Background: an optimization exercise with open tools, aiming at small area. Do not read the settings as production practice.
RTL that was checked went through simulation tests only; none was proved equivalent to the original.
No functional check of the RTL was part of runs 1 to 3 and 5.
Power is estimated from default activity; no workload was simulated. No driver is modelled on the clock port, so clocking that relies on it looks cheaper here than on a real chip.

<file path="constraint.sdc">
create_clock -name core_clock -period 10.0 [get_ports {clk}]
set_input_delay 2.0000 -clock core_clock [delete_from_list [all_inputs] [get_ports {clk}]]
set_output_delay 2.0000 -clock core_clock [all_outputs]
set_load 0.01 [all_outputs]
</file>
<file path="config.mk">
export PLATFORM = sky130hd
export DESIGN_NAME = bpuf_core
export DESIGN_NICKNAME = bpuf_core
export VERILOG_FILES = /design/flow/design.v
export SDC_FILE = /design/flow/constraint.sdc
export NUM_CORES = 8
export LEC_CHECK = 0
export CAP_MARGIN = 40
export CORE_MARGIN = 2
export CORE_UTILIZATION = 40
export GPL_TIMING_DRIVEN = 0
export PLACE_DENSITY = 0.6
export SLEW_MARGIN = 20
export SYNTH_HIERARCHICAL = 1
export SYNTH_MINIMUM_KEEP_SIZE = 0
</file>
<file path="design.v">
module meas_comp
#(
parameter C_IWIDTH = 20
)
(
input       [C_IWIDTH-1:0]  I_comp1,
input       [C_IWIDTH-1:0]  I_comp2,
output                      O_res
);
assign O_res = I_comp1 > I_comp2;
endmodule
module meas_mux
#(
parameter C_INUM = 48,
parameter C_IDWIDTH = 20,
parameter C_ISWIDTH = 6
)
(
input           [C_INUM*C_IDWIDTH-1:0]  I_data,
input           [C_ISWIDTH-1:0]         I_sel,
output          [C_IDWIDTH-1:0]         O_data
);
wire [C_INUM-1:0] S_onehot;
meas_dec #(.C_INUM(C_INUM), .C_ISWIDTH(C_ISWIDTH)) dec(
    .I_sel(I_sel),
    .O_onehot(S_onehot)
);
meas_andor #(.C_INUM(C_INUM), .C_IDWIDTH(C_IDWIDTH)) andor(
    .I_data(I_data),
    .I_onehot(S_onehot),
    .O_data(O_data)
);
endmodule
module meas_dec
#(
parameter C_INUM = 48,
parameter C_ISWIDTH = 6
)
(
input           [C_ISWIDTH-1:0]         I_sel,
output          [C_INUM-1:0]            O_onehot
);
genvar i;
for (i = 0; i < C_INUM; i = i + 1) begin: gen_dec
    assign O_onehot[i] = (I_sel == i);
end
endmodule
module meas_andor
#(
parameter C_INUM = 48,
parameter C_IDWIDTH = 20
)
(
input           [C_INUM*C_IDWIDTH-1:0]  I_data,
input           [C_INUM-1:0]            I_onehot,
output          [C_IDWIDTH-1:0]         O_data
);
localparam C_NG = (C_INUM + 2) / 3;
wire [3*C_NG-1:0] S_sel = {{(3*C_NG-C_INUM){1'b0}}, I_onehot};
genvar b, g;
for (b = 0; b < C_IDWIDTH; b = b + 1) begin: gen_bit
    wire [3*C_NG-1:0] S_bit;
    for (g = 0; g < 3*C_NG; g = g + 1) begin: gen_in
        assign S_bit[g] = (g < C_INUM) ? I_data[g*C_IDWIDTH + b] : 1'b0;
    end
    wire [C_NG-1:0] S_n;
    for (g = 0; g < C_NG; g = g + 1) begin: gen_grp
        meas_ao222n ao(
            .I_a0(S_sel[3*g]),   .I_b0(S_bit[3*g]),
            .I_a1(S_sel[3*g+1]), .I_b1(S_bit[3*g+1]),
            .I_a2(S_sel[3*g+2]), .I_b2(S_bit[3*g+2]),
            .O_y(S_n[g])
        );
    end
    assign O_data[b] = ~(&S_n);
end
endmodule
module meas_ao222n
(
input   I_a0, I_b0, I_a1, I_b1, I_a2, I_b2,
output  O_y
);
assign O_y = ~((I_a0 & I_b0) | (I_a1 & I_b1) | (I_a2 & I_b2));
endmodule
module meas_value
#(
parameter C_L = 6,
parameter C_R = 2,
parameter C_P = 7,
parameter C_DWIDTH = 20
)
(
input       [C_L+1+C_R*C_P:0]   I_data,      
input       [2:0]               I_phase,
input                           I_zero,
output      [C_DWIDTH-1:0]      O_value
);
localparam C_H = C_R * C_P;
wire [C_H-1:0] S_ring = I_data[C_H-1:0];
wire S_c = I_data[C_H];
wire [C_L:0] S_lo = I_data[C_H+1 +: C_L + 1];
wire [C_P-1:0] S_ph;
genvar k;
for (k = 0; k < C_P; k = k + 1) begin: gen_ph
    assign S_ph[k] = (I_phase == k) & ~I_zero;
end
reg [C_H-1:0] S_hi;
integer d, p;
always @(*) begin
    S_hi = 0;
    for (p = 0; p < C_P; p = p + 1)
        for (d = 0; d < C_P; d = d + 1)
            S_hi[d*C_R +: C_R] = S_hi[d*C_R +: C_R] |
                ({C_R{S_ph[p]}} & S_ring[((d + C_P - p) % C_P)*C_R +: C_R]);
end
wire [C_H:0] S_t;
wire [C_H-1:0] S_sum;
genvar j;
for (j = 0; j < C_H; j = j + 1) begin: gen_inc
    if (j % C_R == 0) begin: g_in
        wire S_cin = (j == 0 ? S_lo[C_L] : S_t[j]) | (S_c & S_ph[j / C_R]);
        assign S_sum[j] = S_hi[j] ^ S_cin;
        assign S_t[j+1] = S_hi[j] & S_cin;
    end else begin: g_mid
        assign S_sum[j] = S_hi[j] ^ S_t[j];
        assign S_t[j+1] = S_hi[j] & S_t[j];
    end
end
assign S_t[0] = 1'b0;
assign O_value = {{(C_DWIDTH-C_H-C_L){1'b0}}, S_sum, S_lo[C_L-1:0]};
endmodule
module meas
#(
parameter C_IOSCNUM = 48,
parameter C_IOSCDWIDTH = 20,
parameter C_OIDWIDTH = 24,
parameter C_MEMDATAWIDTH = 8,
parameter C_MEMADDRWIDTH = 10
)
(
input                               I_osc_rst,
input       [C_IOSCNUM-1:0]         I_osc,
input                               I_sclk,
input       [C_MEMDATAWIDTH-1:0]    I_mem_data,
output      [C_MEMADDRWIDTH-1:0]    O_mem_addr,
output reg  [C_OIDWIDTH-1:0]        O_prim_id,
output reg                          O_id_v
);
localparam C_L = 6;
localparam C_R = 2;
localparam C_P = 7;
localparam C_H = C_R * C_P;              
localparam C_W = C_L + 1 + 1 + C_H;      
reg [5:0] S_addr;
reg [1:0] S_sub;
wire S_done = S_addr[5] & S_addr[4] & (S_sub == 2'd0);
always @(posedge I_sclk) begin
    if (!I_osc_rst) begin
        S_addr <= 0;
        S_sub <= 0;
        O_id_v <= 0;
    end else if (!S_done) begin
        if (S_addr[0] | (S_sub == 2'd1))
            S_addr <= S_addr + 1'b1;
        if (!S_addr[0])
            S_sub <= S_sub + 1'b1;
    end else begin
        O_id_v <= 1;
    end
end
assign O_mem_addr = {{(C_MEMADDRWIDTH-6){1'b0}}, S_addr};
reg S_osc_rst_d;
always @(posedge I_sclk) begin
    S_osc_rst_d <= I_osc_rst;
end
wire S_snap = S_osc_rst_d & ~I_osc_rst;
reg [2:0] S_phase;
always @(posedge I_sclk) begin
    S_phase <= (S_phase == C_P - 1) ? 3'd0 : S_phase + 1'b1;
end
wire S_last = (S_phase == C_P - 1);
reg [2:0] S_clr_cnt;
wire S_clearing = (S_clr_cnt != 0);
wire S_xfer = I_osc_rst & S_done & ~O_id_v;
wire S_zero_snap = S_snap & ~(O_id_v & ~S_clearing);
always @(posedge I_sclk) begin
    if (S_xfer | S_zero_snap)
        S_clr_cnt <= C_P;
    else if (S_clearing)
        S_clr_cnt <= S_clr_cnt - 1'b1;
end
reg S_zero;
always @(posedge I_sclk) begin
    if (S_snap)
        S_zero <= S_zero_snap;
end
wire S_take = S_last & ~S_clearing & I_osc_rst;
wire S_keep = ~S_clearing;
wire [C_IOSCNUM*C_W-1:0] S_osc_data;
genvar i, j;
for (i = 0; i < C_IOSCNUM; i = i + 1) begin: gen_meas_osc
    reg S_gated_d;
    reg [C_L:0] S_live;
    reg [C_L:0] S_lo;
    reg [C_H-1:0] S_ring;
    reg S_c;
    wire gated_osc = I_osc_rst & I_osc[i];
    wire [C_L:0] S_t;
    assign S_t[0] = gated_osc & ~S_gated_d;
    for (j = 0; j < C_L; j = j + 1) begin: gen_live
        assign S_t[j+1] = S_t[j] & S_live[j];
    end
    wire [C_R:0] S_tc;
    assign S_tc[0] = S_c;
    for (j = 0; j < C_R; j = j + 1) begin: gen_tap
        assign S_tc[j+1] = S_tc[j] & S_ring[j];
    end
    wire [C_R-1:0] S_digit = {C_R{S_keep}} & (S_ring[C_R-1:0] ^ S_tc[C_R-1:0]);
    always @(posedge I_sclk) begin
        S_gated_d <= gated_osc;
        S_live[C_L-1:0] <= {C_L{I_osc_rst}} & (S_live[C_L-1:0] ^ S_t[C_L-1:0]);
        S_live[C_L] <= I_osc_rst & (S_t[C_L] | (S_live[C_L] & ~S_take));
        if (S_snap)
            S_lo <= S_live;
        S_ring <= {S_digit, S_ring[C_H-1:C_R]};
        S_c <= S_last ? (S_live[C_L] & S_take) : (S_tc[C_R] & S_keep);
    end
    assign S_osc_data[i*C_W +: C_W] = {S_lo, S_c, S_ring};
end
wire [C_W-1:0] S_mux_data;
meas_mux #(.C_INUM(C_IOSCNUM), .C_IDWIDTH(C_W), .C_ISWIDTH(6)) mux(
    .I_data(S_osc_data),
    .I_sel(I_mem_data[5:0]),
    .O_data(S_mux_data)
);
reg [C_W-1:0] S_read;
always @(posedge I_sclk) begin
    S_read <= S_mux_data;
end
wire [2:0] S_phase_prev = (S_phase == 3'd0) ? C_P - 1 : S_phase - 1'b1;
wire [C_IOSCDWIDTH-1:0] S_value;
meas_value #(.C_L(C_L), .C_R(C_R), .C_P(C_P), .C_DWIDTH(C_IOSCDWIDTH)) value(
    .I_data(S_read),
    .I_phase(S_phase_prev),
    .I_zero(S_zero),
    .O_value(S_value)
);
reg [C_IOSCDWIDTH-1:0] S_first;
always @(posedge I_sclk) begin
    S_first <= S_value;
end
wire S_comp;
meas_comp #(.C_IWIDTH(C_IOSCDWIDTH)) comp(
    .I_comp1(S_first),
    .I_comp2(S_value),
    .O_res(S_comp)
);
always @(posedge I_sclk) begin
    if (S_sub == 2'd2 && !S_addr[0])
        O_prim_id <= {O_prim_id[C_OIDWIDTH-2:0], S_comp};
end
endmodule
module control
#(
parameter MODE_BITS = 3,
parameter MEAS_COUNT = 20
)
(
input                               I_clk,
input [MODE_BITS-1:0]               I_mode,
input                               I_start,
input                               I_en,
input                               I_meas_v,
output reg                          O_meas_rst,
output reg                          O_enc_en,
output reg                          O_enc_start,
input                               I_enc_ready,
output reg                          O_dec_en,
output reg                          O_dec_start,
input                               I_dec_ready,
output reg                          O_ready
);
localparam ENCODE = 1;
localparam DECODE = 2;
reg S_start_d;
always @(posedge I_clk) begin
    if (!I_en) begin
        S_start_d <= 0;
    end else begin
        S_start_d <= I_start;
    end
end
reg S_start_up;
always @(posedge I_clk) begin
    if (!I_en) begin
        S_start_up <= 0;
    end else if (S_start_d == 0 && I_start == 1) begin
        S_start_up <= 1;
    end else begin
        S_start_up <= 0;
    end
end
reg [MEAS_COUNT-1:0] S_meas_rst_count;
wire S_count_low_zero = ~|S_meas_rst_count[MEAS_COUNT-2:0];
wire S_count_fb = S_meas_rst_count[MEAS_COUNT-1] ^ S_meas_rst_count[2] ^ S_count_low_zero;
wire S_count_last = S_meas_rst_count[MEAS_COUNT-1] & S_count_low_zero;
always @(posedge I_clk) begin
    if (!I_en) begin
        S_meas_rst_count <= 0;
    end else if (S_start_up) begin
        S_meas_rst_count <= 0;
    end else begin
        S_meas_rst_count <= {S_meas_rst_count[MEAS_COUNT-2:0], S_count_fb};
    end
end
always @(posedge I_clk) begin
    if (!I_en) begin
        O_meas_rst <= 1;
    end else if (S_start_up || S_count_last) begin
        O_meas_rst <= 0;
    end else begin
        O_meas_rst <= 1;
    end
end
reg S_meas_fin;
always @(posedge I_clk) begin
    if (!I_en) begin
        S_meas_fin <= 0;
    end else if (!O_meas_rst) begin
        S_meas_fin <= 0;
    end else if (I_meas_v) begin
        S_meas_fin <= 1;
    end
end
reg start_mode_begin;
always @(posedge I_clk) begin
    if (!I_en) begin
        O_enc_en <= 0;
        O_dec_en <= 0;
        start_mode_begin <= 0;
    end else if (S_meas_fin) begin
        if (I_mode == ENCODE) begin
            O_enc_en <= 1;
        end else if (I_mode == DECODE) begin
            O_dec_en <= 1;
        end
        start_mode_begin <= 1;
    end else begin
        O_dec_en <= 0;
        O_enc_en <= 0;
        start_mode_begin <= 0;
    end
end
always @(posedge I_clk) begin
    if (!I_en) begin
        O_enc_start <= 0;
        O_dec_start <= 0;
    end else if (start_mode_begin) begin
        if (I_mode == ENCODE) begin
            O_enc_start <= 1;
        end else if (I_mode == DECODE) begin
            O_dec_start <= 1;
        end
    end else begin
        O_enc_start <= 0;
        O_dec_start <= 0;
    end
end
always @(posedge I_clk) begin
    if (!I_en) begin
        O_ready <= 0;
    end else if (!S_meas_fin) begin
        O_ready <= 0;
    end else if (I_enc_ready || I_dec_ready) begin
        O_ready <= 1;
    end
end
endmodule
module bpuf_core
(
input           clk,
input           en,
input           start,
input  [2:0]    mode,
input  [47:0]   osc,
input  [7:0]    mem_data,
input           enc_ready,
input           dec_ready,
output [9:0]    mem_addr,
output [23:0]   prim_id,
output          id_v,
output          enc_en,
output          enc_start,
output          dec_en,
output          dec_start,
output          ready
);
wire meas_rst;
control #(.MODE_BITS(3), .MEAS_COUNT(20)) u_con (
    .I_clk(clk),
    .I_mode(mode),
    .I_start(start),
    .I_en(en),
    .I_meas_v(id_v),
    .O_meas_rst(meas_rst),
    .O_enc_en(enc_en),
    .O_enc_start(enc_start),
    .I_enc_ready(enc_ready),
    .O_dec_en(dec_en),
    .O_dec_start(dec_start),
    .I_dec_ready(dec_ready),
    .O_ready(ready)
);
meas #(.C_IOSCNUM(48), .C_IOSCDWIDTH(20), .C_OIDWIDTH(24),
    .C_MEMDATAWIDTH(8), .C_MEMADDRWIDTH(10)) u_meas (
    .I_osc_rst(meas_rst),
    .I_osc(osc),
    .I_sclk(clk),
    .I_mem_data(mem_data),
    .O_mem_addr(mem_addr),
    .O_prim_id(prim_id),
    .O_id_v(id_v)
);
endmodule
</file>
<file path="flow/run.sh">
#!/bin/bash
# Standard ORFS flow with a leaner clock tree: CTS without dummy loads and with
# larger sink clusters, and the smallest buffer on the ports.
set -e
export CTS_ARGS="-sink_clustering_enable -repair_clock_nets -dont_use_dummy_load -sink_clustering_size 30 -sink_clustering_max_diameter 100 -buf_list sky130_fd_sc_hd__clkbuf_16"
export REMOVE_ABC_BUFFERS=1
export BUFFER_PORTS_ARGS="-buffer_cell sky130_fd_sc_hd__buf_1"
bash standard.sh > standard.log 2>&1
</file>
<file path="standard.sh">
#!/bin/bash
# synth_recipe.tcl (not shown) runs the flow's synth.tcl, then flattens the netlist and writes it again
# the make line also repeats each setting of config.mk as NAME=value (left out here)
make -C /OpenROAD-flow-scripts/flow DESIGN_CONFIG=/design/flow/config.mk WORK_HOME=/design/flow/orfs CLKGATE_MAP_FILE= SYNTH_SCRIPT=/design/flow/synth_recipe.tcl "${@:-finish}"
</file>
==> key figures, run 1 <==
Power
  • Power per Cell Area: 195 nW/um2
  • Pwr Total: 0.0109 W
  • Leak pwr: 22.3 nW
  • Worst vdd ir: 150 uV

Critical path
  • Top Family by Delay on Critical Path: adder cells
  • Worst Path Arrival: 8.37 ns
  • Required time of the critical path: 10.47 ns
  • CP peak stage delay: 0.42 ns
  • Most used cell, CP: ha_1
  • Slowest cell on the critical path: and3_1
  • Worst Setup Start Kind: register
  • Setup CP Type: reg2reg
  • CP Capture Type: register
  • Worst Path Buf+Inv: 3
  • Crit-path max FO: 35

Logic synthesis
  • Average cell area after synthesis: 14.5 um2
  • Syn Inst Count: 3529
  • Post-synth EDFFs: 361
  • Main synth FF type: dfxtp_1
  • Yosys reg bits: 1553
  • Post-Syn Area: 51000 um2
  • Synth cell types: 72
  • Register area share after synthesis: 0.680
  • Ys async rst share: 0
  • Yosys warns: 9

CTS
  • Root buffer cell: clkbuf_16
  • CTS H-tree lvls: 2
  • Post-CTS Setup Repair Bufs: 0
  • CTS Hold Bufs: 0
  • CTS tree: built
  • Post-CTS Resized: 0
  • CTS clk-pin slew, worst paths: 0.11 ns
  • CTS max path bufs: 3
  • Skew-Pair Late Insertion Delay: 0.70 ns
  • CTS Sinks: 1553
  • CTS buffer count: 60

Final layout
  • Post-route cell area: 55700 um2
  • Storage cell area: 34700 um2
  • Commonest non-fill, non-tap cell in the layout: dfxtp_1
  • Area Growth Syn to Fin: 9.21%
  • Commonest non-fill, non-tap cells in the layout: dfxtp_1, and2_1, ha_1
  • FILL cells: 11.4k
  • Final Util: 0.439
  • Layout Nets: 4146
  • Multi-input logic area: 15800 um2
  • Share of layout cells above drive strength 1: 0.0613

Place
  • Dpl cell area: 54200 um2
  • Routability congestion estimate: 0.834
  • Final HPWL DP: 73300 um
  • Place WS: 2.13 ns
  • PortBufs: 97

Routing
  • Drt via density: 5.24
  • Initial DRC count: 3174
  • Antenna-violating nets left: 0
  • Final wirelength: 103000 um
  • Average wire per standard cell: 19.3 um
  • 1st-pass router iterations: 8
  • # DRC: 0
  • DR vias: 27.9k

GRT
  • Antenna violations before repair: 12
  • Gr ovfl total: 0
  • Largest net degree at the start of global routing: 106
  • Global-route wire length before repair: 159000 um
  • Vias in the first global route: 27.6k
  • Global-route usage over all layers: 0.154

Die
  • Die Ht: 361 um
  • Core area: 127000 um2
  • # IOs: 104
  • DIE AREA: 130000 um2
  • Initial core utilization: 0.402
  • Die Wd: 361 um
  • # rows: 131

STA
  • Final setup skew: 0.0845 ns
  • Fin. Hold Viols: 0
  • Rel. slew slack: 0.271
  • Max Freq: 127 MHz
  • Slew Viols, Final: 0
  • Least-Margin Pin Slew: 1.09 ns
  • Final Hold Slack: 0.291 ns
  • Min Tclk post-route: 7.90 ns
  • Fin crit share: 0.790
  • Post-route worst setup slack: 2.10 ns
  • Setup violations, final: 0
  • RSZ-0062 raised after global routing: false

Status
  • Status: finished clean

Min path
  • Hold Crit Class: reg2reg

Run
  • Max-Cap Viols: 0
==> stage by stage <==
| step | cells | TNS, ns |
|---|---|---|
| final | 5320 | 0 |
| after global routing | 5316 | 0 |
| after CTS | 5315 | 0 |
| after detailed placement | 5255 | 0 |
| after global placement | 5184 | -3469.63 |
| after floorplan | 3425 | -102.06 |
==> area by class of cell <==
class                      count  area share
clock buffer                  60      0.0269
multi-input combinational   1839       0.284
tap                         1662      0.0373
timing repair buffer         168      0.0263
sequential                  1553       0.623
inverter                      33     0.00236
antenna                        5    0.000224
==> worst paths after layout <==
| check | from | depth (start not counted) | slack (ns) | end |
|---|---|---|---|---|
| setup / recovery | u_meas.S_phase[0]$_SDFF_PN0_ | 35 | 2.10 | u_meas.O_prim_id[0]$_DFFE_PP_ |
| hold / removal | u_meas.gen_meas_osc[30].S_ring[7]$_DFF_P_ | 0 | 0.29 | u_meas.gen_meas_osc[30].S_ring[5]$_DFF_P_ |
| setup reg to reg | u_meas.S_phase[0]$_SDFF_PN0_ | 35 | 2.10 | u_meas.O_prim_id[0]$_DFFE_PP_ |
| hold reg to reg | u_meas.gen_meas_osc[30].S_ring[7]$_DFF_P_ | 0 | 0.29 | u_meas.gen_meas_osc[30].S_ring[5]$_DFF_P_ |
==> logic make-up after synthesis <==
group	synth area share
muxes	0.00537
xor gates and xnor gates	0.000858
DFF	0.680
buffers and inverters	0.0131
adders and majority gates	0.105
AOI/OAI and AO/OA	0.0944
other	0.0000735
and+or+nand+nor	0.102
==> Yosys cell counts, types with 4 or more instances <==
master | count | area share
a21boi_0 | 6 | 0.00088
a21oi_1 | 71 | 0.0070
a222oi_1 | 353 | 0.069
a22o_1 | 51 | 0.0088
a32oi_1 | 7 | 0.0012
and2_1 | 457 | 0.056
and3_1 | 6 | 0.00074
buf_2 | 22 | 0.0022
buf_4 | 13 | 0.0019
buf_6 | 7 | 0.0015
clkbuf_1 | 63 | 0.0046
dfxtp_1 | 1192 | 0.47
edfxtp_1 | 361 | 0.21
ha_1 | 427 | 0.10
inv_1 | 33 | 0.0024
mux2_2 | 7 | 0.0015
mux2i_1 | 9 | 0.0018
mux4_2 | 4 | 0.0018
nand2_1 | 26 | 0.0019
nand2b_1 | 9 | 0.0011
nand3_1 | 10 | 0.00098
nand3b_1 | 4 | 0.00059
nand4_1 | 93 | 0.011
nand4bb_1 | 5 | 0.0011
nor2_1 | 68 | 0.0050
nor2b_1 | 108 | 0.013
nor3_1 | 9 | 0.00088
nor4_2 | 4 | 0.00098
o21ai_0 | 18 | 0.0018
or4_1 | 22 | 0.0032
or4b_4 | 4 | 0.0011
xnor2_1 | 4 | 0.00069
==> worst reg2reg max path, delay by kind of cell (launching register included) <==
family	cells	cell delay, ns
xor+xnor	1	0.18
simple gates	5	1.17
compound gates	11	2.41
flops	1	0.38
fa+ha+maj	15	3.13
buf+inv	3	0.43
==> where the power goes <==
group          leakage, nW  switching (W)  total [W]  internal, W
clock                0.739        0.00178    0.00285      0.00108
sequential            13.0       0.000230    0.00723      0.00700
combinational         8.50       0.000374   0.000772     0.000398
==> sequential cells by signal (all words and copies together) (netlist names), 2 cells and up <==
name                           cells
u_meas.S_clr_cnt                   3
u_meas.gen_meas_osc.S_lo         336
u_meas.gen_meas_osc.S_c           48
u_meas.gen_meas_osc.S_ring       672
u_meas.gen_meas_osc.S_live       336
u_meas.gen_meas_osc.S_gated_d     48
u_meas.S_read                     22
u_con.S_meas_rst_count            20
u_meas.S_sub                       2
u_meas.S_addr                      6
u_meas.S_phase                     3
u_meas.S_first                    20
u_meas.O_prim_id                  24
==> layer usage <==
metal	part of all wire	wire length [um]	global-route usage
met5	0	0	0
met4	0.024	2430	0.0417
met3	0.049	5060	0.0203
met2	0.45	46800	0.252
met1	0.47	48600	0.216
==> run 2, diff against run 1 <==
--- a/design.v
+++ b/design.v
@@ -87,11 +87,12 @@
 parameter C_L = 6,
 parameter C_R = 2,
 parameter C_P = 7,
+parameter C_PB = 3,
 parameter C_DWIDTH = 20
 )
 (
 input       [C_L+1+C_R*C_P:0]   I_data,      
-input       [2:0]               I_phase,
+input       [C_PB-1:0]          I_phase,
 input                           I_zero,
 output      [C_DWIDTH-1:0]      O_value
 );
@@ -227,21 +228,20 @@
     end
     assign S_osc_data[i*C_W +: C_W] = {S_lo, S_c, S_ring};
 end
+reg [5:0] S_sel;
+always @(posedge I_sclk) begin
+    S_sel <= I_mem_data[5:0];
+end
 wire [C_W-1:0] S_mux_data;
 meas_mux #(.C_INUM(C_IOSCNUM), .C_IDWIDTH(C_W), .C_ISWIDTH(6)) mux(
     .I_data(S_osc_data),
-    .I_sel(I_mem_data[5:0]),
+    .I_sel(S_sel),
     .O_data(S_mux_data)
 );
-reg [C_W-1:0] S_read;
-always @(posedge I_sclk) begin
-    S_read <= S_mux_data;
-end
-wire [2:0] S_phase_prev = (S_phase == 3'd0) ? C_P - 1 : S_phase - 1'b1;
 wire [C_IOSCDWIDTH-1:0] S_value;
 meas_value #(.C_L(C_L), .C_R(C_R), .C_P(C_P), .C_DWIDTH(C_IOSCDWIDTH)) value(
-    .I_data(S_read),
-    .I_phase(S_phase_prev),
+    .I_data(S_mux_data),
+    .I_phase(S_phase),
     .I_zero(S_zero),
     .O_value(S_value)
 );
--- a/config.mk
+++ b/config.mk
@@ -7,9 +7,9 @@
 export LEC_CHECK = 0
 export CAP_MARGIN = 40
 export CORE_MARGIN = 2
-export CORE_UTILIZATION = 40
+export CORE_UTILIZATION = 60
 export GPL_TIMING_DRIVEN = 0
-export PLACE_DENSITY = 0.6
+export PLACE_DENSITY = 0.75
 export SLEW_MARGIN = 20
 export SYNTH_HIERARCHICAL = 1
 export SYNTH_MINIMUM_KEEP_SIZE = 0
==> key figures, run 2 <==
GRT
  • Antenna violations before repair: 3
  • Global-route usage over all layers: 0.228
  • Vias in the first global route: 27.6k
  • Largest net degree at the start of global routing: 103
  • Gr ovfl total: 0
  • Global-route wire length before repair: 155000 um

Logic synthesis
  • Average cell area after synthesis: 14.5 um2
  • Register area share after synthesis: 0.679
  • Ys async rst share: 0
  • Yosys top cell by area: dfxtp_1
  • Xor and xnor area share after synthesis: 0.000865
  • Largest cells by area after synthesis: dfxtp_1, edfxtp_1, ha_1
  • Syn Inst Count: 3503
  • Post-Syn Area: 50600 um2
  • Multiplexer share of the synthesized area: 0.00563
  • Post-synth EDFFs: 361
  • Top cell type's share of synthesized area: 0.465
  • Synth cell types: 70
  • Post-synth top cells: dfxtp_1, and2_1, ha_1
  • Synth Area in Compound Gates: 0.0946
  • Largest family of logic cells by synthesized area: adder cells
  • Yosys warns: 9
  • Main synth FF type: dfxtp_1
  • Most frequent cell after synthesis: dfxtp_1
  • Yosys reg bits: 1537
  • Post-Synth Simple-Gate Area: 0.102
  • Post-synthesis adder-cell area fraction: 0.105

Power
  • Leak pwr: 22.1 nW
  • Pwr Total: 0.0107 W
  • Power per Cell Area: 196 nW/um2
  • Worst vdd ir: 180 uV

CTS
  • Post-CTS Resized: 0
  • CTS tree: built
  • CTS buffer count: 57
  • CTS H-tree lvls: 2
  • CTS clk-pin slew, worst paths: 0.11 ns
  • CTS Sinks: 1537
  • CTS max path bufs: 3
  • CTS Hold Bufs: 0
  • Root buffer cell: clkbuf_16
  • Post-CTS Setup Repair Bufs: 0
  • Skew-Pair Late Insertion Delay: 0.67 ns

Critical path
  • Most used cell, CP: ha_1
  • End of the critical path: u_meas.O_prim_id[0]$_DFFE_PP_
  • Worst setup startpoint: u_meas.S_sel[5]$_DFF_P_
  • Slowest cell on the critical path: a222oi_1
  • R2R setup slack: 0.66 ns
  • Worst Reg-to-Reg Cells: 37
  • Setup CP Type: reg2reg
  • FF-to-FF End: u_meas.O_prim_id[0]$_DFFE_PP_
  • CP peak stage delay: 0.80 ns
  • Critical R2R Launch: u_meas.S_sel[5]$_DFF_P_
  • Worst Setup Start Kind: register
  • Required time of the critical path: 10.37 ns
  • CP Capture Type: register
  • Worst Path Arrival: 9.71 ns
  • Crit-path max FO: 17

Routing
  • Top routing layer in use: met5
  • Antenna-violating nets left: 0
  • Initial DRC count: 3554
  • # DRC: 0
  • Drt via density: 6.04
  • DR vias: 28.4k
  • Detail Route met2 WL: 45200 um
  • Average wire per standard cell: 21.0 um
  • Final wirelength: 98800 um
  • 1st-pass router iterations: 8
  • Routed length on met3: 6110 um
  • Metal1 wirelength: 44900 um

STA
  • Rel. slew slack: 0.400
  • Final setup skew: 0.0511 ns
  • Fin. Hold Viols: 0
  • RSZ-0062 raised after global routing: false
  • Setup violations, final: 0
  • Fin crit share: 0.934
  • Slew Viols, Final: 0
  • Min Tclk post-route: 9.34 ns
  • Max Freq: 107 MHz
  • Least-Margin Pin Slew: 0.901 ns

Place
  • Final HPWL DP: 70700 um
  • Post-Place Cells: 4645
  • Dpl cell area: 53000 um2
  • PortBufs: 97
  • Routability congestion estimate: 0.872

Final layout
  • Post-route cell area: 54500 um2
  • Max FFs per register: 672
  • Area Growth Syn to Fin: 7.65%
  • Commonest non-fill, non-tap cell in the layout: dfxtp_1
  • Commonest non-fill, non-tap cells in the layout: dfxtp_1, and2_1, ha_1
  • Reg with most FFs: u_meas.gen_meas_osc.S_ring
  • Layout Nets: 4116
  • Final Util: 0.652
  • FILL cells: 6046
  • Number of diodes: 0
  • Share of layout cells above drive strength 1: 0.0607
  • Regs by FF count: u_meas.gen_meas_osc.S_ring x672, u_meas.gen_meas_osc.S_live x336, u_meas.gen_meas_osc.S_lo x336
  • Final std cells w/o fill: 4705

Die
  • # IOs: 104
  • Initial core utilization: 0.606
  • # rows: 106
  • DIE AREA: 86700 um2
  • Die Wd: 295 um
  • Core area: 83600 um2
  • Die Ht: 295 um

Run
  • Max-Cap Viols: 0

Status
  • Status: finished clean

Min path
  • Hold Crit Class: reg2reg
## run 2: cell type report
| cell class | count | area, um2 | area share |
|---|---|---|---|
| Clock buffer | 57 | 1430 | 0.0262 |
| Inverter | 30 | 120 | 0.00220 |
| Multi-Input combinational cell | 1833 | 15800 | 0.289 |
| Sequential cell | 1537 | 34400 | 0.631 |
| Tap cell | 1080 | 1350 | 0.0248 |
| Timing Repair Buffer | 168 | 1450 | 0.0267 |
## run 2: how the worst min path moves through the flow
stage,startpoint,to,slack [ns],cells after the start
detailed placement,u_meas.gen_meas_osc[37].S_ring[3]$_DFF_P_,u_meas.gen_meas_osc[37].S_ring[1]$_DFF_P_,0.33,0
floorplan,u_meas.gen_meas_osc[0].S_ring[2]$_DFF_P_,u_meas.gen_meas_osc[0].S_ring[0]$_DFF_P_,0.33,0
finish,u_meas.gen_meas_osc[4].S_ring[8]$_DFF_P_,u_meas.gen_meas_osc[4].S_ring[6]$_DFF_P_,0.34,0
CTS,u_meas.gen_meas_osc[4].S_ring[8]$_DFF_P_,u_meas.gen_meas_osc[4].S_ring[6]$_DFF_P_,0.34,0
global placement,u_meas.gen_meas_osc[27].S_ring[8]$_DFF_P_,u_meas.gen_meas_osc[27].S_ring[6]$_DFF_P_,0.33,0
global route,u_meas.gen_meas_osc[40].S_ring[2]$_DFF_P_,u_meas.gen_meas_osc[40].S_ring[0]$_DFF_P_,0.36,0
## run 2: kinds of logic after synthesis
group,after synthesis
buffers and inverters,136
AO/OA/AOI/OAI,534
AND/OR/NAND/NOR,843
adder cells (fa/ha/maj),425
flip-flops,1537
multiplexers,22
other,1
XOR/XNOR,5
## run 2: per-stage QoR
| stage | hold WS, ns | TNS (ns) | setup slack [ns] |
|---|---|---|---|
| 6_report | 0.340 | 0 | 0.663 |
| 5_1_grt | 0.357 | 0 | 0.292 |
| 4_1_cts | 0.336 | 0 | 0.708 |
| 3_5_place_dp | 0.335 | 0 | 0.762 |
| 3_3_place_gp | 0.331 | -2831.51 | -7.20 |
| 2_1_floorplan | 0.330 | -102.06 | -0.303 |
## run 2: worst max-delay path: cells and delay by family, from the launching register on
family                   cells  cell delay (ns)
AO/OA/AOI/OAI               11             2.42
AND/OR/NAND/NOR              9             2.73
XOR/XNOR                     1             0.18
adder cells (fa/ha/maj)     14             2.89
buffers and inverters        2             0.26
flip-flops                   1             0.55
## run 2: routing by layer
metal / global-route usage / vias up
li1: - / 13500
met1: 0.327 / 14000
met2: 0.368 / 787
met3: 0.0295 / 137
met4: 0.0604 / 2
met5: 0 / -
## run 2: power breakdown
part	total, W	internal, W	leakage, nW	switching (W)
Sequential	0.00717	0.00693	12.9	0.000233
Clock	0.00273	0.00103	0.702	0.00171
Combinational	0.000782	0.000402	8.46	0.000380
==> run 3, diff against run 2 <==
--- a/config.mk
+++ b/config.mk
@@ -5,11 +5,11 @@
 export SDC_FILE = /design/flow/constraint.sdc
 export NUM_CORES = 8
 export LEC_CHECK = 0
-export CAP_MARGIN = 40
+export CAP_MARGIN = 10
 export CORE_MARGIN = 2
 export CORE_UTILIZATION = 60
 export GPL_TIMING_DRIVEN = 0
 export PLACE_DENSITY = 0.75
-export SLEW_MARGIN = 20
+export SLEW_MARGIN = 10
 export SYNTH_HIERARCHICAL = 1
 export SYNTH_MINIMUM_KEEP_SIZE = 0
==> key figures, run 3 <==
Final layout
  • Regs by FF count: u_meas.gen_meas_osc.S_ring x672, u_meas.gen_meas_osc.S_live x336, u_meas.gen_meas_osc.S_lo x336
  • Layout Nets: 4098
  • Area Growth Syn to Fin: 7.25%
  • Reg with most FFs: u_meas.gen_meas_osc.S_ring
  • Commonest non-fill, non-tap cells in the layout: dfxtp_1, and2_1, ha_1
  • Commonest non-fill, non-tap cell in the layout: dfxtp_1
  • FILL cells: 6088
  • Max FFs per register: 672
  • Share of layout cells above drive strength 1: 0.0563

Critical path
  • Slowest cell on the critical path: a222oi_1
  • R2R setup slack: 0.48 ns
  • Setup CP Type: reg2reg
  • Top Family by Delay on Critical Path: simple AND/OR/NAND/NOR gates
  • Worst Setup Start Kind: register
  • CP Capture Type: register
  • Crit-path max FO: 22
  • CP peak stage delay: 0.87 ns
  • Most used cell, CP: ha_1
  • Worst Path Arrival: 9.89 ns
  • Required time of the critical path: 10.37 ns
  • Worst Path Buf+Inv: 1

Logic synthesis
  • Register area share after synthesis: 0.679
  • Synth cell types: 70
  • Yosys reg bits: 1537
  • Largest cells by area after synthesis: dfxtp_1, edfxtp_1, ha_1
  • Post-Syn Area: 50600 um2
  • Yosys warns: 9
  • Syn Inst Count: 3503
  • Average cell area after synthesis: 14.5 um2
  • Top cell type's share of synthesized area: 0.465
  • Yosys top cell by area: dfxtp_1
  • Ys async rst share: 0
  • Most frequent cell after synthesis: dfxtp_1
  • Post-synth top cells: dfxtp_1, and2_1, ha_1
  • Main synth FF type: dfxtp_1
  • Post-synth EDFFs: 361

STA
  • Rel. slew slack: 0.182
  • Fin crit share: 0.952
  • Setup TNS Final: 0 ns
  • Slew Viols, Final: 0
  • RSZ-0062 raised after global routing: false
  • Fin. Hold Viols: 0
  • Max Freq: 105 MHz
  • Min Tclk post-route: 9.52 ns
  • Setup violations, final: 0
  • Post-route worst setup slack: 0.479 ns
  • Least-Margin Pin Slew: 1.22 ns
  • Final setup skew: 0.0516 ns

Routing
  • DR vias: 28.5k
  • Antenna-violating nets left: 0
  • Top routing layer in use: met4
  • Drt via density: 6.07
  • Average wire per standard cell: 21.1 um
  • Final wirelength: 98700 um
  • Detail Route met2 WL: 45200 um
  • # DRC: 0
  • Initial DRC count: 3681
  • 1st-pass router iterations: 9
  • Metal1 wirelength: 45200 um
  • Routed length on met3: 6070 um

CTS
  • CTS tree: built
  • CTS H-tree lvls: 2
  • CTS Sinks: 1537
  • CTS Hold Bufs: 0
  • CTS clk-pin slew, worst paths: 0.11 ns
  • Root buffer cell: clkbuf_16
  • CTS max path bufs: 3
  • Skew-Pair Late Insertion Delay: 0.67 ns
  • CTS buffer count: 57

GRT
  • Global-route wire length before repair: 154000 um
  • Largest net degree at the start of global routing: 121
  • Gr ovfl total: 0
  • Global-route usage over all layers: 0.226
  • Antenna violations before repair: 4
  • Vias in the first global route: 27.4k

Status
  • Status: finished clean

Die
  • Die Ht: 295 um
  • Initial core utilization: 0.606
  • # rows: 106
  • Core area: 83600 um2
  • DIE AREA: 86700 um2
  • Die Wd: 295 um
  • # IOs: 104

Min path
  • Hold Crit Class: reg2reg

Place
  • Routability congestion estimate: 0.872
  • Place WS: 0.447 ns
  • Final HPWL DP: 70100 um
  • PortBufs: 97

Power
  • Pwr Total: 0.0107 W
  • Power per Cell Area: 197 nW/um2
  • Worst vdd ir: 183 uV
  • Leak pwr: 21.9 nW

Run
  • Max-Cap Viols: 0
## run 3: stage by stage
step           cell area [um2]  cells  hold WS, ns   util
2_1_floorplan            50100   3400        0.330      -
3_3_place_gp             51800   4577        0.331  0.620
3_5_place_dp             52900   4630        0.335  0.633
4_1_cts                  54300   4687        0.339  0.650
5_1_grt                  54300   4687        0.345  0.650
6_report                 54300   4688        0.337  0.650
## run 3: logic make-up after synthesis
| logic type | after synthesis | synth area share |
|---|---|---|
| buffers and inverters | 136 | 0.0125 |
| xor gates and xnor gates | 5 | 0.000865 |
| DFF | 1537 | 0.679 |
| AOI/OAI and AO/OA | 534 | 0.0946 |
| adders and majority gates | 425 | 0.105 |
| other | 1 | 0.0000741 |
| and+or+nand+nor | 843 | 0.102 |
| muxes | 22 | 0.00563 |
## run 3: report_power, final
part	internal [W]	total, W	switching [W]
clock network	0.00103	0.00274	0.00172
registers	0.00693	0.00717	0.000236
logic	0.000395	0.000774	0.000379
total	0.00835	0.0107	0.00233
## run 3: worst reg2reg max path, delay by kind of cell, from the launching register on
kind                     cells  cell delay [ns]
AND/OR/NAND/NOR              9             3.17
adder cells (fa/ha/maj)     14             2.85
AO/OA/AOI/OAI               11             2.50
flip-flops                   1             0.45
XOR/XNOR                     1             0.20
buffers and inverters        1             0.06
## run 3: area by class of cell
cell class / count / area [um2] / area share
multi-input cells: 1833 / 15800 / 0.290
diodes: 1 / 2.50 / 0.0000461
flip-flops and latches: 1537 / 34400 / 0.633
inverters: 30 / 120 / 0.00221
clock buffers: 57 / 1430 / 0.0263
repair buffers: 150 / 1240 / 0.0229
well taps: 1080 / 1350 / 0.0249
## run 3: worst paths after layout
kind	startpoint	to	depth (start not counted)
worst max-delay path	u_meas.S_sel[1]$_DFF_P_	u_meas.O_prim_id[0]$_DFFE_PP_	36
worst min-delay path	u_meas.gen_meas_osc[40].S_ring[2]$_DFF_P_	u_meas.gen_meas_osc[40].S_ring[0]$_DFF_P_	0
worst max register to register	u_meas.S_sel[1]$_DFF_P_	u_meas.O_prim_id[0]$_DFFE_PP_	36
worst min register to register	u_meas.gen_meas_osc[40].S_ring[2]$_DFF_P_	u_meas.gen_meas_osc[40].S_ring[0]$_DFF_P_	0
## run 3: repair_timing
item                                    4_1_cts  5_1_grt
gates resized for setup                       0        1
buffers inserted                              0        0
endpoints found under the setup margin        0        1
## run 3: per-layer routing
layer  GRT usage  vias to the layer above
met5           0                        -
met4      0.0556                        0
met3      0.0292                      123
met2       0.365                      801
met1       0.325                    14000
li1            -                    13500
==> run 4, diff against run 3 <==
--- a/design.v
+++ b/design.v
@@ -114,20 +114,26 @@
             S_hi[d*C_R +: C_R] = S_hi[d*C_R +: C_R] |
                 ({C_R{S_ph[p]}} & S_ring[((d + C_P - p) % C_P)*C_R +: C_R]);
 end
-wire [C_H:0] S_t;
-wire [C_H-1:0] S_sum;
-genvar j;
-for (j = 0; j < C_H; j = j + 1) begin: gen_inc
-    if (j % C_R == 0) begin: g_in
-        wire S_cin = (j == 0 ? S_lo[C_L] : S_t[j]) | (S_c & S_ph[j / C_R]);
-        assign S_sum[j] = S_hi[j] ^ S_cin;
-        assign S_t[j+1] = S_hi[j] & S_cin;
-    end else begin: g_mid
-        assign S_sum[j] = S_hi[j] ^ S_t[j];
-        assign S_t[j+1] = S_hi[j] & S_t[j];
+wire [C_P-1:0] S_inj;
+for (k = 0; k < C_P; k = k + 1) begin: gen_inj
+    assign S_inj[k] = (S_c & S_ph[k]) | ((k == 0) ? S_lo[C_L] : 1'b0);
+end
+reg [C_H-1:0] S_cy;
+reg S_run;
+integer q, b;
+always @(*) begin
+    for (q = 0; q < C_H; q = q + 1) begin
+        S_cy[q] = 1'b0;
+        for (p = 0; p < C_P; p = p + 1)
+            if (p * C_R <= q) begin
+                S_run = S_inj[p];
+                for (b = p * C_R; b < q; b = b + 1)
+                    S_run = S_run & S_hi[b];
+                S_cy[q] = S_cy[q] | S_run;
+            end
     end
 end
-assign S_t[0] = 1'b0;
+wire [C_H-1:0] S_sum = S_hi ^ S_cy;
 assign O_value = {{(C_DWIDTH-C_H-C_L){1'b0}}, S_sum, S_lo[C_L-1:0]};
 endmodule
 module meas
==> key figures, run 4 <==
Status
  • Status: finished clean

Final layout
  • Number of diodes: 0
  • FILL cells: 6148
  • Max FFs per register: 672
  • Final Util: 0.651
  • Layout Nets: 4166
  • Reg with most FFs: u_meas.gen_meas_osc.S_ring
  • Regs by FF count: u_meas.gen_meas_osc.S_ring x672, u_meas.gen_meas_osc.S_live x336, u_meas.gen_meas_osc.S_lo x336
  • Commonest non-fill, non-tap cells in the layout: dfxtp_1, and2_1, ha_1
  • Share of layout cells above drive strength 1: 0.0572
  • Commonest non-fill, non-tap cell in the layout: dfxtp_1
  • Area Growth Syn to Fin: 7.17%

STA
  • RSZ-0062 raised after global routing: false
  • Final setup skew: 0.0461 ns
  • Setup violations, final: 0
  • Final Hold Slack: 0.328 ns
  • Setup TNS Final: 0 ns
  • Slew Viols, Final: 0
  • Max Freq: 133 MHz
  • Fin. Hold Viols: 0
  • Rel. slew slack: 0.272
  • Min Tclk post-route: 7.52 ns
  • Fin crit share: 0.752
  • Least-Margin Pin Slew: 1.09 ns

CTS
  • Post-CTS Resized: 0
  • CTS Hold Bufs: 0
  • CTS H-tree lvls: 2
  • CTS max path bufs: 3
  • Skew-Pair Late Insertion Delay: 0.67 ns
  • CTS clk-pin slew, worst paths: 0.11 ns
  • CTS Sinks: 1537
  • Post-CTS Setup Repair Bufs: 0
  • CTS buffer count: 57
  • Root buffer cell: clkbuf_16
  • CTS tree: built

Logic synthesis
  • Ys async rst share: 0
  • Syn Inst Count: 3590
  • Top cell type's share of synthesized area: 0.462
  • Yosys reg bits: 1537
  • Main synth FF type: dfxtp_1
  • Yosys warns: 9
  • Yosys top cell by area: dfxtp_1
  • Post-synth top cells: dfxtp_1, and2_1, ha_1
  • Post-synth EDFFs: 361
  • Post-Syn Area: 50900 um2
  • Average cell area after synthesis: 14.2 um2
  • Largest cells by area after synthesis: dfxtp_1, edfxtp_1, ha_1
  • Most frequent cell after synthesis: dfxtp_1
  • Synth cell types: 83
  • Register area share after synthesis: 0.675

Min path
  • Hold Crit Class: reg2reg
  • Hold Path Stages: 0
  • Hold EP: u_meas.gen_meas_osc[10].S_ring[4]$_DFF_P_
  • Hold path start: u_meas.gen_meas_osc[10].S_ring[6]$_DFF_P_

Die
  • Initial core utilization: 0.608
  • # rows: 106
  • Die Ht: 295 um
  • # IOs: 104
  • Die Wd: 295 um
  • Core area: 83800 um2
  • DIE AREA: 87200 um2

Power
  • Worst vdd ir: 197 uV
  • Power per Cell Area: 197 nW/um2
  • Pwr Total: 0.0107 W
  • Leak pwr: 21.9 nW

Critical path
  • Critical R2R Launch: u_meas.S_sel[1]$_DFF_P_
  • Worst Setup Start Kind: register
  • CP Capture Type: register
  • Worst Path Arrival: 7.90 ns
  • R2R setup slack: 2.48 ns
  • Setup CP Type: reg2reg
  • Worst Reg-to-Reg Cells: 25
  • Crit-path max FO: 22
  • Required time of the critical path: 10.38 ns
  • FF-to-FF End: u_meas.O_prim_id[0]$_DFFE_PP_

Routing
  • 1st-pass router iterations: 9
  • DR vias: 28.8k
  • Initial DRC count: 3382
  • Average wire per standard cell: 20.5 um
  • Final wirelength: 99000 um
  • Antenna-violating nets left: 0
  • # DRC: 0
  • Drt via density: 5.98

GRT
  • Global-route usage over all layers: 0.225
  • Antenna violations before repair: 6
  • Gr ovfl total: 0
  • Global-route wire length before repair: 154000 um
  • Vias in the first global route: 27.9k
  • Largest net degree at the start of global routing: 117

Place
  • Final HPWL DP: 69500 um
  • PortBufs: 97
  • Routability congestion estimate: 0.912

Run
  • Max-Cap Viols: 0
==> run 4: how the worst max path moves through the flow <==
stage	startpoint	to	slack [ns]
floorplan	u_con.O_meas_rst$_SDFF_PN1_	u_meas.S_zero$_DFFE_PP_	-1.11
global placement	u_con.O_meas_rst$_SDFF_PN1_	u_meas.gen_meas_osc[44].S_lo[0]$_DFFE_PP_	-8.51
detailed placement	u_meas.S_sel[1]$_DFF_P_	u_meas.O_prim_id[0]$_DFFE_PP_	2.72
CTS	u_meas.S_sel[1]$_DFF_P_	u_meas.O_prim_id[0]$_DFFE_PP_	2.68
global route	u_meas.S_sel[1]$_DFF_P_	u_meas.O_prim_id[0]$_DFFE_PP_	2.18
finish	u_meas.S_sel[1]$_DFF_P_	u_meas.O_prim_id[0]$_DFFE_PP_	2.48
==> run 4: layout make-up <==
| type | count | area (um2) | share of cell area |
|---|---|---|---|
| clock buffer | 57 | 1430 | 0.0261 |
| inverter | 31 | 124 | 0.00227 |
| multi-input combinational | 1913 | 16000 | 0.293 |
| sequential | 1537 | 34400 | 0.630 |
| tap | 1134 | 1420 | 0.0260 |
| timing repair buffer | 148 | 1230 | 0.0225 |
==> run 4: critical path, cell delays in order (launching register included) <==
cell       delay [ns]
dfxtp_1          0.45
nand2b_1         0.87
nor2_2           0.42
a222oi_1         0.96
nand4_1          0.16
or4_1            0.75
mux2i_1          0.22
o2bb2ai_1        0.09
a222oi_1         0.21
o21ai_0          0.17
ha_1             0.25
ha_1             0.18
a31oi_1          0.23
a31oi_1          0.12
a32oi_2          0.30
o22ai_2          0.16
nand3_2          0.12
and2_1           0.14
xnor2_1          0.14
inv_1            0.07
ha_1             0.32
nand4_1          0.19
nor3_4           0.31
nand2_1          0.08
nor2_1           0.23
a21oi_1          0.10
==> run 4: metrics by stage <==
stage | cell area [um2] | instances | setup slack [ns]
after detailed placement | 53100 | 4762 | 2.72
after CTS | 54500 | 4819 | 2.68
after global routing | 54600 | 4820 | 2.18
final | 54600 | 4820 | 2.48
after floorplan | 50300 | 3481 | -1.11
after global placement | 52100 | 4712 | -8.51
==> run 4: cell families after synthesis <==
group,share of synthesized area
AOI/OAI and AO/OA,0.0971
muxes,0.00359
other,0.0000736
and+or+nand+nor,0.107
DFF,0.675
xor gates and xnor gates,0.00189
adders and majority gates,0.102
buffers and inverters,0.0139
==> run 4: layer usage <==
| layer | share of wire | global-route usage |
|---|---|---|
| met2 | 0.45 | 0.359 |
| met1 | 0.45 | 0.316 |
| met3 | 0.064 | 0.0373 |
| met5 | 0 | 0 |
| met4 | 0.031 | 0.0693 |
==> run 4: power by group <==
group          internal (W)  switching [W]
clock               0.00103        0.00171
sequential          0.00695       0.000241
combinational      0.000403       0.000403
total               0.00838        0.00236
==> run 5, diff against run 4 <==
--- a/design.v
+++ b/design.v
@@ -1,13 +1,19 @@
 module meas_comp
 #(
-parameter C_IWIDTH = 20
+parameter C_IWIDTH = 24
 )
 (
 input       [C_IWIDTH-1:0]  I_comp1,
 input       [C_IWIDTH-1:0]  I_comp2,
 output                      O_res
 );
-assign O_res = I_comp1 > I_comp2;
+wire [C_IWIDTH:0] S_c;
+assign S_c[0] = 1'b1;
+genvar i;
+for (i = 0; i < C_IWIDTH; i = i + 1) begin: gen_c
+    assign S_c[i+1] = (I_comp2[i] & ~I_comp1[i]) | ((I_comp2[i] | ~I_comp1[i]) & S_c[i]);
+end
+assign O_res = ~S_c[C_IWIDTH];
 endmodule
 module meas_mux
 #(
@@ -188,27 +194,34 @@
 wire S_last = (S_phase == C_P - 1);
 reg [2:0] S_clr_cnt;
 wire S_clearing = (S_clr_cnt != 0);
-wire S_xfer = I_osc_rst & S_done & ~O_id_v;
-wire S_zero_snap = S_snap & ~(O_id_v & ~S_clearing);
+reg S_valid;     
+wire S_zero_snap = S_snap & ~S_valid;
+wire S_reads_done = I_osc_rst & S_addr[5] & S_addr[4] & (S_sub == 2'd2);
 always @(posedge I_sclk) begin
-    if (S_xfer | S_zero_snap)
+    if (S_reads_done | S_zero_snap)
         S_clr_cnt <= C_P;
     else if (S_clearing)
         S_clr_cnt <= S_clr_cnt - 1'b1;
 end
+always @(posedge I_sclk) begin
+    if (S_snap)
+        S_valid <= 1'b0;
+    else if (S_clr_cnt == 3'd1)
+        S_valid <= 1'b1;
+end
 reg S_zero;
 always @(posedge I_sclk) begin
     if (S_snap)
         S_zero <= S_zero_snap;
 end
-wire S_take = S_last & ~S_clearing & I_osc_rst;
+wire S_take = S_last & ~S_clearing;
 wire S_keep = ~S_clearing;
 wire [C_IOSCNUM*C_W-1:0] S_osc_data;
 genvar i, j;
 for (i = 0; i < C_IOSCNUM; i = i + 1) begin: gen_meas_osc
     reg S_gated_d;
     reg [C_L:0] S_live;
-    reg [C_L:0] S_lo;
+    reg [C_L-1:0] S_lo;
     reg [C_H-1:0] S_ring;
     reg S_c;
     wire gated_osc = I_osc_rst & I_osc[i];
@@ -226,13 +239,13 @@
     always @(posedge I_sclk) begin
         S_gated_d <= gated_osc;
         S_live[C_L-1:0] <= {C_L{I_osc_rst}} & (S_live[C_L-1:0] ^ S_t[C_L-1:0]);
-        S_live[C_L] <= I_osc_rst & (S_t[C_L] | (S_live[C_L] & ~S_take));
+        S_live[C_L] <= ~S_zero_snap & (S_t[C_L] | (S_live[C_L] & ~S_take));
         if (S_snap)
-            S_lo <= S_live;
+            S_lo <= S_live[C_L-1:0];
         S_ring <= {S_digit, S_ring[C_H-1:C_R]};
         S_c <= S_last ? (S_live[C_L] & S_take) : (S_tc[C_R] & S_keep);
     end
-    assign S_osc_data[i*C_W +: C_W] = {S_lo, S_c, S_ring};
+    assign S_osc_data[i*C_W +: C_W] = {S_live[C_L], S_lo, S_c, S_ring};
 end
 reg [5:0] S_sel;
 always @(posedge I_sclk) begin
==> config.mk (replaced) <==
export PLATFORM = sky130hd
export DESIGN_NAME = bpuf_core
export DESIGN_NICKNAME = bpuf_core
export VERILOG_FILES = /design/flow/design.v
export SDC_FILE = /design/flow/constraint.sdc
export NUM_CORES = 8
export LEC_CHECK = 0
export CAP_MARGIN = 0
export CORE_MARGIN = 2
export CORE_UTILIZATION = 65
export GPL_TIMING_DRIVEN = 0
export PLACE_DENSITY = 0.85
export SLEW_MARGIN = 0
export SYNTH_HIERARCHICAL = 1
export SYNTH_MINIMUM_KEEP_SIZE = 0
==> key figures, run 5 <==
CTS
  • CTS H-tree lvls: 2
  • CTS max path bufs: 3
  • CTS clk-pin slew, worst paths: 0.11 ns
  • Skew-Pair Late Insertion Delay: 0.66 ns
  • Post-CTS Setup Repair Bufs: 0
  • Root buffer cell: clkbuf_16
  • CTS buffer count: 55
  • CTS Sinks: 1490
  • Post-CTS Resized: 0
  • CTS tree: built
  • CTS Hold Bufs: 0

Logic synthesis
  • Register area share after synthesis: 0.671
  • Average cell area after synthesis: 14.1 um2
  • Post-synth EDFFs: 313
  • Most frequent cell after synthesis: dfxtp_1
  • Yosys reg bits: 1490
  • Main synth FF type: dfxtp_1
  • Synth cell types: 85
  • Syn Inst Count: 3477
  • Top cell type's share of synthesized area: 0.480
  • Yosys warns: 9
  • Largest cells by area after synthesis: dfxtp_1, edfxtp_1, ha_1
  • Post-synth top cells: dfxtp_1, and2_1, ha_1
  • Ys async rst share: 0
  • Yosys top cell by area: dfxtp_1
  • Post-Syn Area: 49100 um2

STA
  • RSZ-0062 raised after global routing: false
  • Final setup skew: 0.0230 ns
  • Setup violations, final: 0
  • Min Tclk post-route: 7.56 ns
  • Max Freq: 132 MHz
  • Fin crit share: 0.756
  • Final Hold Slack: 0.347 ns
  • Rel. slew slack: 0.0508
  • Least-Margin Pin Slew: 1.42 ns
  • Fin. Hold Viols: 0
  • Slew Viols, Final: 0

Place
  • Routability congestion estimate: 0.936
  • Final HPWL DP: 69600 um
  • PortBufs: 97

GRT
  • Largest net degree at the start of global routing: 112
  • Global-route usage over all layers: 0.250
  • Vias in the first global route: 28.0k
  • Gr ovfl total: 0
  • Antenna violations before repair: 10
  • Global-route wire length before repair: 153000 um

Final layout
  • Commonest non-fill, non-tap cells in the layout: dfxtp_1, and2_1, ha_1
  • Share of layout cells above drive strength 1: 0.0505
  • Area Growth Syn to Fin: 6.59%
  • Commonest non-fill, non-tap cell in the layout: dfxtp_1
  • Number of diodes: 0
  • Layout Nets: 4023
  • Max FFs per register: 672
  • Regs by FF count: u_meas.gen_meas_osc.S_ring x672, u_meas.gen_meas_osc.S_live x336, u_meas.gen_meas_osc.S_lo x288
  • Reg with most FFs: u_meas.gen_meas_osc.S_ring

Routing
  • # DRC: 0
  • DR vias: 28.5k
  • Antenna-violating nets left: 0
  • Average wire per standard cell: 21.7 um
  • Initial DRC count: 3576
  • Final wirelength: 98400 um
  • Drt via density: 6.29
  • 1st-pass router iterations: 8

Power
  • Pwr Total: 0.0104 W
  • Leak pwr: 21.3 nW
  • Power per Cell Area: 199 nW/um2
  • Worst vdd ir: 223 uV

Die
  • # IOs: 104
  • # rows: 100
  • Die Wd: 279 um
  • Core area: 74600 um2
  • DIE AREA: 77700 um2
  • Die Ht: 279 um
  • Initial core utilization: 0.658

Critical path
  • Worst Path Arrival: 7.97 ns
  • Worst Setup Start Kind: register
  • Crit-path max FO: 22
  • CP Capture Type: register
  • Required time of the critical path: 10.42 ns
  • Setup CP Type: reg2reg

Min path
  • Hold Crit Class: reg2reg

Status
  • Status: finished clean

Run
  • Max-Cap Viols: 0
-- run 5: through the flow --
| step | std cells | cell area (um2) | util | TNS [ns] | setup slack, ns |
|---|---|---|---|---|---|
| finish | 4531 | 52300 | 0.702 | 0 | 2.44 |
| floorplan | 3374 | 48600 | - | -2914.38 | -10.05 |
| CTS | 4531 | 52300 | 0.701 | 0 | 2.49 |
| detailed placement | 4476 | 50900 | 0.683 | 0 | 2.58 |
| global placement | 4440 | 50200 | 0.673 | - | -41.20 |
| global route | 4531 | 52300 | 0.702 | 0 | 1.94 |
-- run 5: final timing paths --
| path | depth (start not counted) | slack (ns) | endpoint | from |
|---|---|---|---|---|
| setup reg to reg | 24 | 2.44 | u_meas.O_prim_id[0]$_DFFE_PP_ | u_meas.S_sel[0]$_DFF_P_ |
| hold reg to reg | 0 | 0.35 | u_meas.gen_meas_osc[31].S_ring[0]$_DFF_P_ | u_meas.gen_meas_osc[31].S_ring[2]$_DFF_P_ |
| setup / recovery | 24 | 2.44 | u_meas.O_prim_id[0]$_DFFE_PP_ | u_meas.S_sel[0]$_DFF_P_ |
| hold / removal | 0 | 0.35 | u_meas.gen_meas_osc[31].S_ring[0]$_DFF_P_ | u_meas.gen_meas_osc[31].S_ring[2]$_DFF_P_ |
-- run 5: layout make-up --
type	instances	area (um2)
timing repair buffer	133	1020
clock buffer	55	1380
multi-input combinational	1856	15600
inverter	28	105
sequential	1490	33000
tap	969	1210
fill	4847	22200
-- run 5: critical path, stage by stage (launching register included) --
cell and delay [ns]:
dfxtp_1 0.44, nand2b_1 0.81, nor2_2 0.42, a222oi_1 0.80, nand4_1 0.23, or4_1 0.81, mux2i_1 0.21, o2bb2ai_1 0.10
a222oi_1 0.26, o21ai_0 0.20, ha_1 0.26, ha_1 0.17, a31oi_1 0.23, a31oi_1 0.11, a32oi_2 0.31, o22ai_2 0.17
a21oi_1 0.22, xnor2_1 0.19, nor2b_1 0.26, a211oi_1 0.11, a211o_1 0.32, a311oi_1 0.32, a21o_1 0.12, o221ai_1 0.09
and2_1 0.14
-- run 5: routing by layer --
| layer | global-route usage | wire length [um] | up-vias |
|---|---|---|---|
| li1 | - | - | 13400 |
| met5 | 0 | 62 | - |
| met1 | 0.335 | 41400 | 13800 |
| met4 | 0.0969 | 3800 | 10 |
| met2 | 0.405 | 45200 | 1088 |
| met3 | 0.0465 | 7940 | 216 |
-- run 5: cells by family (layout without fill, tap and decap cells) --
family	after synthesis	count (layout)	share of synthesized area
flops	1490	1490	0.671
simple gates	865	865	0.106
compound gates	561	561	0.102
fa+ha+maj	400	400	0.102
buf+inv	134	216	0.0130
mux	14	14	0.00311
xor+xnor	12	12	0.00214
other cells	1	4	0.0000764
-- run 5: report_power, final --
group	total [W]	internal (W)	switching [W]
sequential	0.00696	0.00671	0.000248
combinational	0.000829	0.000406	0.000423
clock	0.00264	0.000991	0.00165
==> run 6, diff against run 5 <==
--- a/design.v
+++ b/design.v
@@ -200,6 +200,8 @@
 always @(posedge I_sclk) begin
     if (S_reads_done | S_zero_snap)
         S_clr_cnt <= C_P;
+    else if (S_snap)
+        S_clr_cnt <= 3'd0;
     else if (S_clearing)
         S_clr_cnt <= S_clr_cnt - 1'b1;
 end
==> key figures, run 6 <==
CTS
  • CTS Hold Bufs: 0
  • Post-CTS Resized: 0
  • CTS Sinks: 1490
  • CTS tree: built
  • CTS max path bufs: 3
  • CTS H-tree lvls: 2
  • CTS buffer count: 55
  • Skew-Pair Late Insertion Delay: 0.67 ns
  • CTS clk-pin slew, worst paths: 0.11 ns
  • Post-CTS Setup Repair Bufs: 0
  • Root buffer cell: clkbuf_16

Critical path
  • Setup CP Type: reg2reg
  • Worst Path Arrival: 7.87 ns
  • Required time of the critical path: 10.42 ns
  • Worst Setup Start Kind: register
  • CP Capture Type: register
  • Crit-path max FO: 12

GRT
  • Vias in the first global route: 27.9k
  • Gr ovfl total: 0
  • Largest net degree at the start of global routing: 113
  • Global-route usage over all layers: 0.249
  • Antenna violations before repair: 5
  • Global-route wire length before repair: 153000 um

Power
  • Int Power: 0.00811 W
  • Worst vdd ir: 169 uV
  • Leak pwr: 21.3 nW
  • Sw power: 0.00233 W
  • Combinational Power Share: 0.081
  • Share of power burned in registers: 0.666
  • Sw Share: 0.223
  • Power per Cell Area: 200 nW/um2
  • Pwr Total: 0.0104 W
  • Clk pwr share: 0.253

Die
  • DIE AREA: 77800 um2
  • # rows: 100
  • Core area: 74600 um2
  • Die Ht: 279 um
  • Initial core utilization: 0.658
  • Die Wd: 279 um
  • # IOs: 104

Logic synthesis
  • Syn Inst Count: 3476
  • Yosys reg bits: 1490
  • Average cell area after synthesis: 14.1 um2
  • Main synth FF type: dfxtp_1
  • Largest cells by area after synthesis: dfxtp_1, edfxtp_1, ha_1
  • Most frequent cell after synthesis: dfxtp_1
  • Ys async rst share: 0
  • Yosys top cell by area: dfxtp_1
  • Register area share after synthesis: 0.671
  • Top cell type's share of synthesized area: 0.480
  • Yosys warns: 9
  • Post-Syn Area: 49100 um2
  • Post-synth top cells: dfxtp_1, and2_1, ha_1
  • Synth cell types: 85
  • Post-synth EDFFs: 313

Min path
  • Hold Crit Class: reg2reg

STA
  • Setup violations, final: 0
  • RSZ-0062 raised after global routing: false
  • Min Tclk post-route: 7.45 ns
  • Fin. Hold Viols: 0
  • Rel. slew slack: 0.0958
  • Max Freq: 134 MHz
  • Final setup skew: 0.0405 ns
  • Fin crit share: 0.745
  • Least-Margin Pin Slew: 1.35 ns
  • Slew Viols, Final: 0

Place
  • PortBufs: 97
  • Routability congestion estimate: 0.933
  • Final HPWL DP: 68900 um

Routing
  • # DRC: 0
  • Initial DRC count: 4216
  • Top routing layer in use: met4
  • Drt via density: 6.33
  • DR vias: 28.7k
  • Detail Route met2 WL: 45100 um
  • Antenna-violating nets left: 0
  • Average wire per standard cell: 21.7 um
  • Final wirelength: 98500 um
  • Metal1 wirelength: 41900 um
  • 1st-pass router iterations: 10
  • Routed length on met3: 7590 um

Final layout
  • Final Util: 0.701
  • Share of layout cells above drive strength 1: 0.0502
  • FILL cells: 4821
  • Storage cell area: 33000 um2
  • Regs by FF count: u_meas.gen_meas_osc.S_ring x672, u_meas.gen_meas_osc.S_live x336, u_meas.gen_meas_osc.S_lo x288
  • Commonest non-fill, non-tap cells in the layout: dfxtp_1, and2_1, ha_1
  • Reg with most FFs: u_meas.gen_meas_osc.S_ring
  • Layout Nets: 4024
  • Commonest non-fill, non-tap cell in the layout: dfxtp_1
  • Area Growth Syn to Fin: 6.48%
  • Multi-input logic area: 15600 um2
  • Max FFs per register: 672

Run
  • Max-Cap Viols: 0

Status
  • Status: finished clean
run 6: cell type report:
class / count / area share
inverters: 28 / 0.00201
diodes: 2 / 0.0000957
well taps: 969 / 0.0232
repair buffers: 135 / 0.0186
flip-flops and latches: 1490 / 0.631
multi-input cells: 1855 / 0.299
clock buffers: 55 / 0.0263
run 6: power by group through the flow:
stage,Sequential [W],Clock [W],Combinational [W]
floorplan,0.00707,0,0.000555
global placement,0.00711,0,0.000722
detailed placement,0.00710,0,0.000848
CTS,0.00696,0.00268,0.000856
global route,0.00702,0.00288,0.000989
finish,0.00696,0.00264,0.000841
run 6: cell families (layout without fill, tap and decap cells):
family / count (synthesis) / count (layout) / share of synthesized area
multiplexers: 16 / 16 / 0.00354
buffers and inverters: 134 / 218 / 0.0129
adder cells (fa/ha/maj): 400 / 400 / 0.102
other: 1 / 6 / 0.0000764
XOR/XNOR: 12 / 12 / 0.00214
AND/OR/NAND/NOR: 861 / 861 / 0.106
flip-flops: 1490 / 1490 / 0.671
AO/OA/AOI/OAI: 562 / 562 / 0.102
run 6: final timing paths:
check                                        startpoint                                    endpoint  slack, ns  cells after the start
min          u_meas.gen_meas_osc[35].S_ring[12]$_DFF_P_  u_meas.gen_meas_osc[35].S_ring[10]$_DFF_P_       0.33                      0
min reg2reg  u_meas.gen_meas_osc[35].S_ring[12]$_DFF_P_  u_meas.gen_meas_osc[35].S_ring[10]$_DFF_P_       0.33                      0
max reg2reg                     u_meas.S_sel[0]$_DFF_P_               u_meas.O_prim_id[0]$_DFFE_PP_       2.55                     24
max                             u_meas.S_sel[0]$_DFF_P_               u_meas.O_prim_id[0]$_DFFE_PP_       2.55                     24
run 6: worst max-delay path: stages, from the launching register on:
cell	delay (ns)
dfxtp_1	0.41
nand2b_1	0.76
nor2_1	0.44
a222oi_1	0.79
nand4_1	0.24
or4_1	0.79
mux2i_1	0.20
o2bb2ai_1	0.10
a222oi_1	0.27
o21ai_0	0.20
ha_1	0.26
ha_1	0.17
a31oi_1	0.23
a31oi_1	0.12
a32oi_2	0.33
o22ai_2	0.18
a21oi_1	0.25
xnor2_1	0.19
nor2b_1	0.24
a211oi_1	0.10
a211o_1	0.31
a311oi_1	0.29
a21o_1	0.11
o221ai_1	0.09
and2_1	0.14
run 6: routing by layer:
layer	GRT usage	vias to the layer above
met5	0	-
met4	0.0946	0
met3	0.0403	198
met2	0.401	1086
met1	0.342	14000
li1	-	13400
run 6: per-stage QoR:
stage | cell area [um2] | std cells | setup TNS [ns] | worst slack (ns) | hold slack, ns
5_1_grt | 52300 | 4532 | 0 | 2.26 | 0.338
6_report | 52300 | 4534 | 0 | 2.55 | 0.329
3_5_place_dp | 50800 | 4476 | 0 | 2.85 | 0.336
4_1_cts | 52200 | 4531 | 0 | 2.78 | 0.313
3_3_place_gp | 50200 | 4439 | - | -41.09 | 0.332
2_1_floorplan | 48600 | 3373 | -2963.59 | -10.13 | 0.330

-- port drivers added, routing unchanged --
No port has a modelled driver above. Below, the same layouts with a new extraction and two added sets of constraints. Step 1: set_driving_cell puts a clkbuf_16 on clk and a buf_2 on each other input, an assumption about the parent block. Step 2 times the ports against the registers' clock, not the clock port: input delays grow and output delays shrink by t, the midpoint of the rising clock arrivals with the driver on. Slacks: no drivers / after step 1 / after step 2; pairs: no drivers / after step 1.
run	shift t [ns]	setup WS [ns]	hold WS [ns]
run 1	0.734	2.099 / 2.099 / 2.099	0.291 / 0.291 / 0.291
run 2	0.714	0.663 / 0.663 / 0.663	0.340 / 0.340 / 0.340
run 3	0.714	0.479 / 0.479 / 0.479	0.337 / 0.337 / 0.337
run 4	0.711	2.477 / 2.477 / 2.477	0.328 / 0.328 / 0.328
run 5	0.717	2.443 / 2.443 / 2.443	0.347 / 0.347 / 0.347
run 6	0.714	2.553 / 2.553 / 2.553	0.329 / 0.329 / 0.329
After both steps every run listed still meets setup and hold.
